This is an optimization exercise on Yosys and OpenROAD, whose aim is small area and a short achievable clock period, not a production implementation.

==> 10-19: inputs <==
==> flow/design.v (excerpt) <==
module tod_core #(parameter TIME_WIDTH_SUB_NS=20, TIME_WIDTH_NS=32, TIME_WIDTH_SEC=48) (
    input clk,
    input rst_n,
    input set_init_time,  
    input set_offset_time,  
    input plus_offset_time,  
    input wire [TIME_WIDTH_SUB_NS-1:0] init_time_sub_ns,
    input wire [TIME_WIDTH_NS-1:0] init_time_ns,
    input wire [TIME_WIDTH_SEC-1:0] init_time_sec,
    input wire [TIME_WIDTH_SUB_NS-1:0] offset_time_sub_ns,
    input wire [TIME_WIDTH_NS-1:0] offset_time_ns,  
    input wire [TIME_WIDTH_SUB_NS-1:0] incr_time_sub_ns,
    input wire [TIME_WIDTH_NS-1:0] incr_time_ns,
    output reg [TIME_WIDTH_SUB_NS-1:0] time_sub_ns,
    output reg [TIME_WIDTH_NS-1:0] time_ns,
    output reg [TIME_WIDTH_SEC-1:0] time_sec
);
localparam W = TIME_WIDTH_SUB_NS + TIME_WIDTH_NS;    
localparam LW = TIME_WIDTH_SUB_NS + 9;                 
localparam HW = W - LW;                                
localparam [HW-1:0] KP = 23'd1953125;                  
localparam [HW-1:0] KM = -23'd1953125;
wire minus = set_offset_time & ~plus_offset_time;
wire [W-1:0] a = {time_ns, time_sub_ns};
wire [W-1:0] b = {incr_time_ns, incr_time_sub_ns};
wire [W-1:0] c = {W{set_offset_time}} & ({offset_time_ns, offset_time_sub_ns} ^ {W{minus}});
wire [W-1:0] x = a ^ b ^ c;
wire [W-1:0] y = {(a[W-2:0] & b[W-2:0]) | (a[W-2:0] & c[W-2:0]) | (b[W-2:0] & c[W-2:0]), 1'b0};
wire [LW-1:0] lo;
wire c9;
tod_add_lo u_lo (.a(x[LW-1:0]), .b(y[LW-1:0]), .cin(minus), .s(lo), .cout(c9));
wire [HW-1:0] xu = x[W-1:LW];
wire [HW-1:0] yu = y[W-1:LW];
wire low = minus & ({1'b0, time_ns[31:28]} + {1'b0, incr_time_ns[31:28]} <= {1'b0, offset_time_ns[31:28]});
wire [HW-1:0] ks = low ? KP : KM;         
wire [HW-1:0] xk = xu ^ yu ^ ks;
wire [HW-1:0] yk = {(xu[HW-2:0] & yu[HW-2:0]) | (xu[HW-2:0] & ks[HW-2:0]) | (yu[HW-2:0] & ks[HW-2:0]), 1'b0};
wire [HW-1:0] u0, uk;
wire co0, cok;
tod_add_hi u_h0 (.a(xu), .b(yu), .cin(c9), .s(u0), .cout(co0));
tod_add_hi u_hk (.a(xk), .b(yk), .cin(c9), .s(uk), .cout(cok));
wire sec_dec = low & u0[HW-1];            
wire sec_adv = ~low & ~uk[HW-1];          
wire [HW-1:0] ns_hi = (sec_dec | sec_adv) ? uk : u0;
wire [TIME_WIDTH_SEC-1:0] ones, zeros;
assign ones[0] = 1'b1;
assign zeros[0] = 1'b1;
genvar k;
generate for (k = 1; k < TIME_WIDTH_SEC; k = k + 1) begin : g_pre
  ...
Settings: LEC_CHECK=0, CAP_MARGIN=20, CORE_MARGIN=2, CORE_UTILIZATION=40, SLEW_MARGIN=20; clock period 18.0 ns.
standard.sh (not shown) runs the stock make flow with config.mk's settings and CLKGATE_MAP_FILE= SYNTH_SCRIPT=/design/flow/synth_recipe.tcl, a recipe that flattens the netlist after the stock synthesis.
==> flow/flow/run.sh <==
#!/bin/bash
# The standard layout (standard.sh), with three changes to how it is made:
# - synthesis maps all logic with flow/abc.script, an area-oriented ABC script (see flow/synth.tcl);
# - the port buffers use the smallest buffer cell instead of buffer_ports' default;
# - repair_timing works towards a setup slack of 10 ns at the design's clock period.
# The output of every step goes to standard.log here (ORFS's own per-step logs stay in orfs/logs).
set -euo pipefail
export FLOW_ABC_SCRIPT=$PWD/flow/abc.script
bash standard.sh SYNTH_SCRIPT=$PWD/flow/synth.tcl "BUFFER_PORTS_ARGS=-buffer_cell sky130_fd_sc_hd__buf_1" SETUP_SLACK_MARGIN=10 finish > standard.log 2>&1
==> flow/flow/abc.script <==
&get -n
&st
&dch -f
&nf -a
&put
==> flow/flow/synth.tcl <==
# synth_recipe.tcl (the standard synthesis) with two changes: ABC maps with
# flow/abc.script in place of ORFS's abc_speed.script, and full and half adders
# are not extracted into fa/ha cells first (ABC maps that logic with the rest).
# Everything else, including the register names and cells, is as in the
# standard synthesis.
proc synth {args} { yosys synth -nofsm -noshare {*}$args }
proc extract_fa {args} { }
proc abc {args} {
  set i [lsearch -exact $args -script]
  if { $i >= 0 } {
    set args [lreplace $args [expr {$i + 1}] [expr {$i + 1}] $::env(FLOW_ABC_SCRIPT)]
  }
  yosys abc {*}$args
}
source $::env(SCRIPTS_DIR)/synth.tcl
# left out here: clear keep_hierarchy, flatten, clean up, hide names made inside functions, write 1_2_yosys.v
==> 11-21 (differences from 10-19) <==
--- a/flow/design.v
+++ b/flow/design.v
@@ -29,21 +29,22 @@
 wire [LW-1:0] lo;
 wire c9;
 tod_add_lo u_lo (.a(x[LW-1:0]), .b(y[LW-1:0]), .cin(minus), .s(lo), .cout(c9));
 wire [HW-1:0] xu = x[W-1:LW];
 wire [HW-1:0] yu = y[W-1:LW];
-wire low = minus & ({1'b0, time_ns[31:28]} + {1'b0, incr_time_ns[31:28]} <= {1'b0, offset_time_ns[31:28]});
-wire [HW-1:0] ks = low ? KP : KM;         
-wire [HW-1:0] xk = xu ^ yu ^ ks;
-wire [HW-1:0] yk = {(xu[HW-2:0] & yu[HW-2:0]) | (xu[HW-2:0] & ks[HW-2:0]) | (yu[HW-2:0] & ks[HW-2:0]), 1'b0};
-wire [HW-1:0] u0, uk;
-wire co0, cok;
+wire [HW-1:0] xp = xu ^ yu ^ KP;
+wire [HW-1:0] yp = {(xu[HW-2:0] & yu[HW-2:0]) | (xu[HW-2:0] & KP[HW-2:0]) | (yu[HW-2:0] & KP[HW-2:0]), 1'b0};
+wire [HW-1:0] xm = xu ^ yu ^ KM;
+wire [HW-1:0] ym = {(xu[HW-2:0] & yu[HW-2:0]) | (xu[HW-2:0] & KM[HW-2:0]) | (yu[HW-2:0] & KM[HW-2:0]), 1'b0};
+wire [HW-1:0] u0, up, um;
+wire co0, cop, com;
 tod_add_hi u_h0 (.a(xu), .b(yu), .cin(c9), .s(u0), .cout(co0));
-tod_add_hi u_hk (.a(xk), .b(yk), .cin(c9), .s(uk), .cout(cok));
-wire sec_dec = low & u0[HW-1];            
-wire sec_adv = ~low & ~uk[HW-1];          
-wire [HW-1:0] ns_hi = (sec_dec | sec_adv) ? uk : u0;
+tod_add_hi u_hp (.a(xp), .b(yp), .cin(c9), .s(up), .cout(cop));
+tod_add_hi u_hm (.a(xm), .b(ym), .cin(c9), .s(um), .cout(com));
+wire sec_dec = u0[HW-1];                  
+wire sec_adv = ~um[HW-1] & ~sec_dec;      
+wire [HW-1:0] ns_hi = sec_dec ? up : (sec_adv ? um : u0);
 wire [TIME_WIDTH_SEC-1:0] ones, zeros;
 assign ones[0] = 1'b1;
 assign zeros[0] = 1'b1;
 genvar k;
 generate for (k = 1; k < TIME_WIDTH_SEC; k = k + 1) begin : g_pre
@@ -247,12 +248,12 @@
 assign cy[29] = g5_29;
 assign s = p0[29:1] ^ cy[28:0];
 assign cout = cy[29];
 endmodule
 module tod_add_hi (input [22:0] a, input [22:0] b, input cin, output [22:0] s, output cout);
-wire [22:0] g0 = a & b;
-wire [22:0] p0 = a ^ b;
+wire [23:0] g0 = {a & b, cin};
+wire [23:0] p0 = {a ^ b, 1'b0};
 wire g1_1 = g0[1] | (p0[1] & g0[0]);
 wire p1_1 = p0[1] & p0[0];
 wire g1_3 = g0[3] | (p0[3] & g0[2]);
 wire p1_3 = p0[3] & p0[2];
 wire g1_5 = g0[5] | (p0[5] & g0[4]);
@@ -271,85 +272,115 @@
 wire p1_17 = p0[17] & p0[16];
 wire g1_19 = g0[19] | (p0[19] & g0[18]);
 wire p1_19 = p0[19] & p0[18];
 wire g1_21 = g0[21] | (p0[21] & g0[20]);
 wire p1_21 = p0[21] & p0[20];
+wire g1_23 = g0[23] | (p0[23] & g0[22]);
+wire p1_23 = p0[23] & p0[22];
+wire g2_2 = g0[2] | (p0[2] & g1_1);
+wire p2_2 = p0[2] & p1_1;
 wire g2_3 = g1_3 | (p1_3 & g1_1);
 wire p2_3 = p1_3 & p1_1;
+wire g2_6 = g0[6] | (p0[6] & g1_5);
+wire p2_6 = p0[6] & p1_5;
 wire g2_7 = g1_7 | (p1_7 & g1_5);
 wire p2_7 = p1_7 & p1_5;
+wire g2_10 = g0[10] | (p0[10] & g1_9);
+wire p2_10 = p0[10] & p1_9;
 wire g2_11 = g1_11 | (p1_11 & g1_9);
 wire p2_11 = p1_11 & p1_9;
+wire g2_14 = g0[14] | (p0[14] & g1_13);
+wire p2_14 = p0[14] & p1_13;
 wire g2_15 = g1_15 | (p1_15 & g1_13);
 wire p2_15 = p1_15 & p1_13;
+wire g2_18 = g0[18] | (p0[18] & g1_17);
+wire p2_18 = p0[18] & p1_17;
 wire g2_19 = g1_19 | (p1_19 & g1_17);
 wire p2_19 = p1_19 & p1_17;
+wire g2_22 = g0[22] | (p0[22] & g1_21);
+wire p2_22 = p0[22] & p1_21;
+wire g2_23 = g1_23 | (p1_23 & g1_21);
+wire p2_23 = p1_23 & p1_21;
+wire g3_4 = g0[4] | (p0[4] & g2_3);
+wire p3_4 = p0[4] & p2_3;
+wire g3_5 = g1_5 | (p1_5 & g2_3);
+wire p3_5 = p1_5 & p2_3;
+wire g3_6 = g2_6 | (p2_6 & g2_3);
+wire p3_6 = p2_6 & p2_3;
 wire g3_7 = g2_7 | (p2_7 & g2_3);
 wire p3_7 = p2_7 & p2_3;
+wire g3_12 = g0[12] | (p0[12] & g2_11);
+wire p3_12 = p0[12] & p2_11;
+wire g3_13 = g1_13 | (p1_13 & g2_11);
+wire p3_13 = p1_13 & p2_11;
+wire g3_14 = g2_14 | (p2_14 & g2_11);
+wire p3_14 = p2_14 & p2_11;
 wire g3_15 = g2_15 | (p2_15 & g2_11);
 wire p3_15 = p2_15 & p2_11;
+wire g3_20 = g0[20] | (p0[20] & g2_19);
+wire p3_20 = p0[20] & p2_19;
+wire g3_21 = g1_21 | (p1_21 & g2_19);
+wire p3_21 = p1_21 & p2_19;
+wire g3_22 = g2_22 | (p2_22 & g2_19);
+wire p3_22 = p2_22 & p2_19;
+wire g3_23 = g2_23 | (p2_23 & g2_19);
+wire p3_23 = p2_23 & p2_19;
+wire g4_8 = g0[8] | (p0[8] & g3_7);
+wire p4_8 = p0[8] & p3_7;
+wire g4_9 = g1_9 | (p1_9 & g3_7);
+wire p4_9 = p1_9 & p3_7;
+wire g4_10 = g2_10 | (p2_10 & g3_7);
+wire p4_10 = p2_10 & p3_7;
+wire g4_11 = g2_11 | (p2_11 & g3_7);
+wire p4_11 = p2_11 & p3_7;
+wire g4_12 = g3_12 | (p3_12 & g3_7);
+wire p4_12 = p3_12 & p3_7;
+wire g4_13 = g3_13 | (p3_13 & g3_7);
+wire p4_13 = p3_13 & p3_7;
+wire g4_14 = g3_14 | (p3_14 & g3_7);
+wire p4_14 = p3_14 & p3_7;
 wire g4_15 = g3_15 | (p3_15 & g3_7);
 wire p4_15 = p3_15 & p3_7;
-wire g5_11 = g2_11 | (p2_11 & g3_7);
-wire p5_11 = p2_11 & p3_7;
+wire g5_16 = g0[16] | (p0[16] & g4_15);
+wire p5_16 = p0[16] & p4_15;
+wire g5_17 = g1_17 | (p1_17 & g4_15);
+wire p5_17 = p1_17 & p4_15;
+wire g5_18 = g2_18 | (p2_18 & g4_15);
+wire p5_18 = p2_18 & p4_15;
 wire g5_19 = g2_19 | (p2_19 & g4_15);
 wire p5_19 = p2_19 & p4_15;
-wire g6_5 = g1_5 | (p1_5 & g2_3);
-wire p6_5 = p1_5 & p2_3;
-wire g6_9 = g1_9 | (p1_9 & g3_7);
-wire p6_9 = p1_9 & p3_7;
-wire g6_13 = g1_13 | (p1_13 & g5_11);
-wire p6_13 = p1_13 & p5_11;
-wire g6_17 = g1_17 | (p1_17 & g4_15);
-wire p6_17 = p1_17 & p4_15;
-wire g6_21 = g1_21 | (p1_21 & g5_19);
-wire p6_21 = p1_21 & p5_19;
-wire g7_2 = g0[2] | (p0[2] & g1_1);
-wire p7_2 = p0[2] & p1_1;
-wire g7_4 = g0[4] | (p0[4] & g2_3);
-wire p7_4 = p0[4] & p2_3;
-wire g7_6 = g0[6] | (p0[6] & g6_5);
-wire p7_6 = p0[6] & p6_5;
-wire g7_8 = g0[8] | (p0[8] & g3_7);
-wire p7_8 = p0[8] & p3_7;
-wire g7_10 = g0[10] | (p0[10] & g6_9);
-wire p7_10 = p0[10] & p6_9;
-wire g7_12 = g0[12] | (p0[12] & g5_11);
-wire p7_12 = p0[12] & p5_11;
-wire g7_14 = g0[14] | (p0[14] & g6_13);
-wire p7_14 = p0[14] & p6_13;
-wire g7_16 = g0[16] | (p0[16] & g4_15);
-wire p7_16 = p0[16] & p4_15;
-wire g7_18 = g0[18] | (p0[18] & g6_17);
-wire p7_18 = p0[18] & p6_17;
-wire g7_20 = g0[20] | (p0[20] & g5_19);
-wire p7_20 = p0[20] & p5_19;
-wire g7_22 = g0[22] | (p0[22] & g6_21);
-wire p7_22 = p0[22] & p6_21;
+wire g5_20 = g3_20 | (p3_20 & g4_15);
+wire p5_20 = p3_20 & p4_15;
+wire g5_21 = g3_21 | (p3_21 & g4_15);
+wire p5_21 = p3_21 & p4_15;
+wire g5_22 = g3_22 | (p3_22 & g4_15);
+wire p5_22 = p3_22 & p4_15;
+wire g5_23 = g3_23 | (p3_23 & g4_15);
+wire p5_23 = p3_23 & p4_15;
 wire [23:0] cy;
-assign cy[0] = cin;
-assign cy[1] = g0[0] | (p0[0] & cin);
-assign cy[2] = g1_1 | (p1_1 & cin);
-assign cy[3] = g7_2 | (p7_2 & cin);
-assign cy[4] = g2_3 | (p2_3 & cin);
-assign cy[5] = g7_4 | (p7_4 & cin);
-assign cy[6] = g6_5 | (p6_5 & cin);
-assign cy[7] = g7_6 | (p7_6 & cin);
-assign cy[8] = g3_7 | (p3_7 & cin);
-assign cy[9] = g7_8 | (p7_8 & cin);
-assign cy[10] = g6_9 | (p6_9 & cin);
-assign cy[11] = g7_10 | (p7_10 & cin);
-assign cy[12] = g5_11 | (p5_11 & cin);
-assign cy[13] = g7_12 | (p7_12 & cin);
-assign cy[14] = g6_13 | (p6_13 & cin);
-assign cy[15] = g7_14 | (p7_14 & cin);
-assign cy[16] = g4_15 | (p4_15 & cin);
-assign cy[17] = g7_16 | (p7_16 & cin);
-assign cy[18] = g6_17 | (p6_17 & cin);
-assign cy[19] = g7_18 | (p7_18 & cin);
-assign cy[20] = g5_19 | (p5_19 & cin);
-assign cy[21] = g7_20 | (p7_20 & cin);
-assign cy[22] = g6_21 | (p6_21 & cin);
-assign cy[23] = g7_22 | (p7_22 & cin);
-assign s = p0 ^ cy[22:0];
+assign cy[0] = g0[0];
+assign cy[1] = g1_1;
+assign cy[2] = g2_2;
+assign cy[3] = g2_3;
+assign cy[4] = g3_4;
+assign cy[5] = g3_5;
+assign cy[6] = g3_6;
+assign cy[7] = g3_7;
+assign cy[8] = g4_8;
+assign cy[9] = g4_9;
+assign cy[10] = g4_10;
+assign cy[11] = g4_11;
+assign cy[12] = g4_12;
+assign cy[13] = g4_13;
+assign cy[14] = g4_14;
+assign cy[15] = g4_15;
+assign cy[16] = g5_16;
+assign cy[17] = g5_17;
+assign cy[18] = g5_18;
+assign cy[19] = g5_19;
+assign cy[20] = g5_20;
+assign cy[21] = g5_21;
+assign cy[22] = g5_22;
+assign cy[23] = g5_23;
+assign s = p0[23:1] ^ cy[22:0];
 assign cout = cy[23];
 endmodule
==> flow/run.sh (new file) <==
#!/bin/bash
# synth_recipe.tcl (not shown) runs the flow's synth.tcl, then flattens the netlist and writes it again
# the make line also repeats each setting of config.mk as NAME=value (left out here)
make -C /OpenROAD-flow-scripts/flow DESIGN_CONFIG=/design/flow/config.mk WORK_HOME=/design/flow/orfs CLKGATE_MAP_FILE= SYNTH_SCRIPT=/design/flow/synth_recipe.tcl finish
removed: flow/flow/run.sh
removed: flow/flow/abc.script
removed: flow/flow/synth.tcl
removed: flow/standard.sh
==> summary.txt <==
Floorplanning
  – Core Area: roughly 26000 um2

Clock tree
  – Worst-path clk slew: 90 ps

Synthesis
  – Syn Inst Count: 1444

Detailed routing
  – 1st-pass router iterations: 5

Outcome
  – Status: complete, no violations
the above is filed under 10-19

==> summary.txt <==
Synthesis
  – Syn Inst Count: 1485

Floorplanning
  – Core Area: approximately 30000 um2

Final layout
  – Invs w/o clock: ~270

Detailed routing
  – 1st-pass router iterations: 4

Outcome
  – Status: complete, no violations
the above is filed under 11-21

No run of this note included a check of the RTL's function; only the layout flow was run.

==> separate check: timing with driven ports <==
The flow's constraints put no driver on any port. The routed layouts listed below were extracted and timed again, unchanged, in two steps.
Step 1, drivers: a clkbuf_16 drives clk and a buf_2 each remaining input, both assumed.
Step 2 moves the port delays by t, midway between the first and last clock arrival at a register: inputs arrive t later, outputs are due t later. That takes back most of the time a late clock gives input paths.
Slacks: ideal / step 1 / step 2; pairs: ideal / step 1.
run | t, ns | slack for setup (ns) | worst setup path at the end | slew at the worst register clock pin (ns) | worst slew at a driven data input, ns
10-19 | 0.398 | 10.175 / 10.132 / 9.734 | input to register | 0.09 / 0.09 | 0.13
11-21 | 0.414 | 6.380 / 6.403 / 5.989 | input to register | 0.09 / 0.09 | 0.09
After both steps every run listed still meets setup and hold. The setup slack of 10-19, which loses most, moves by -0.043 ns with the drivers and by -0.441 ns with both steps.
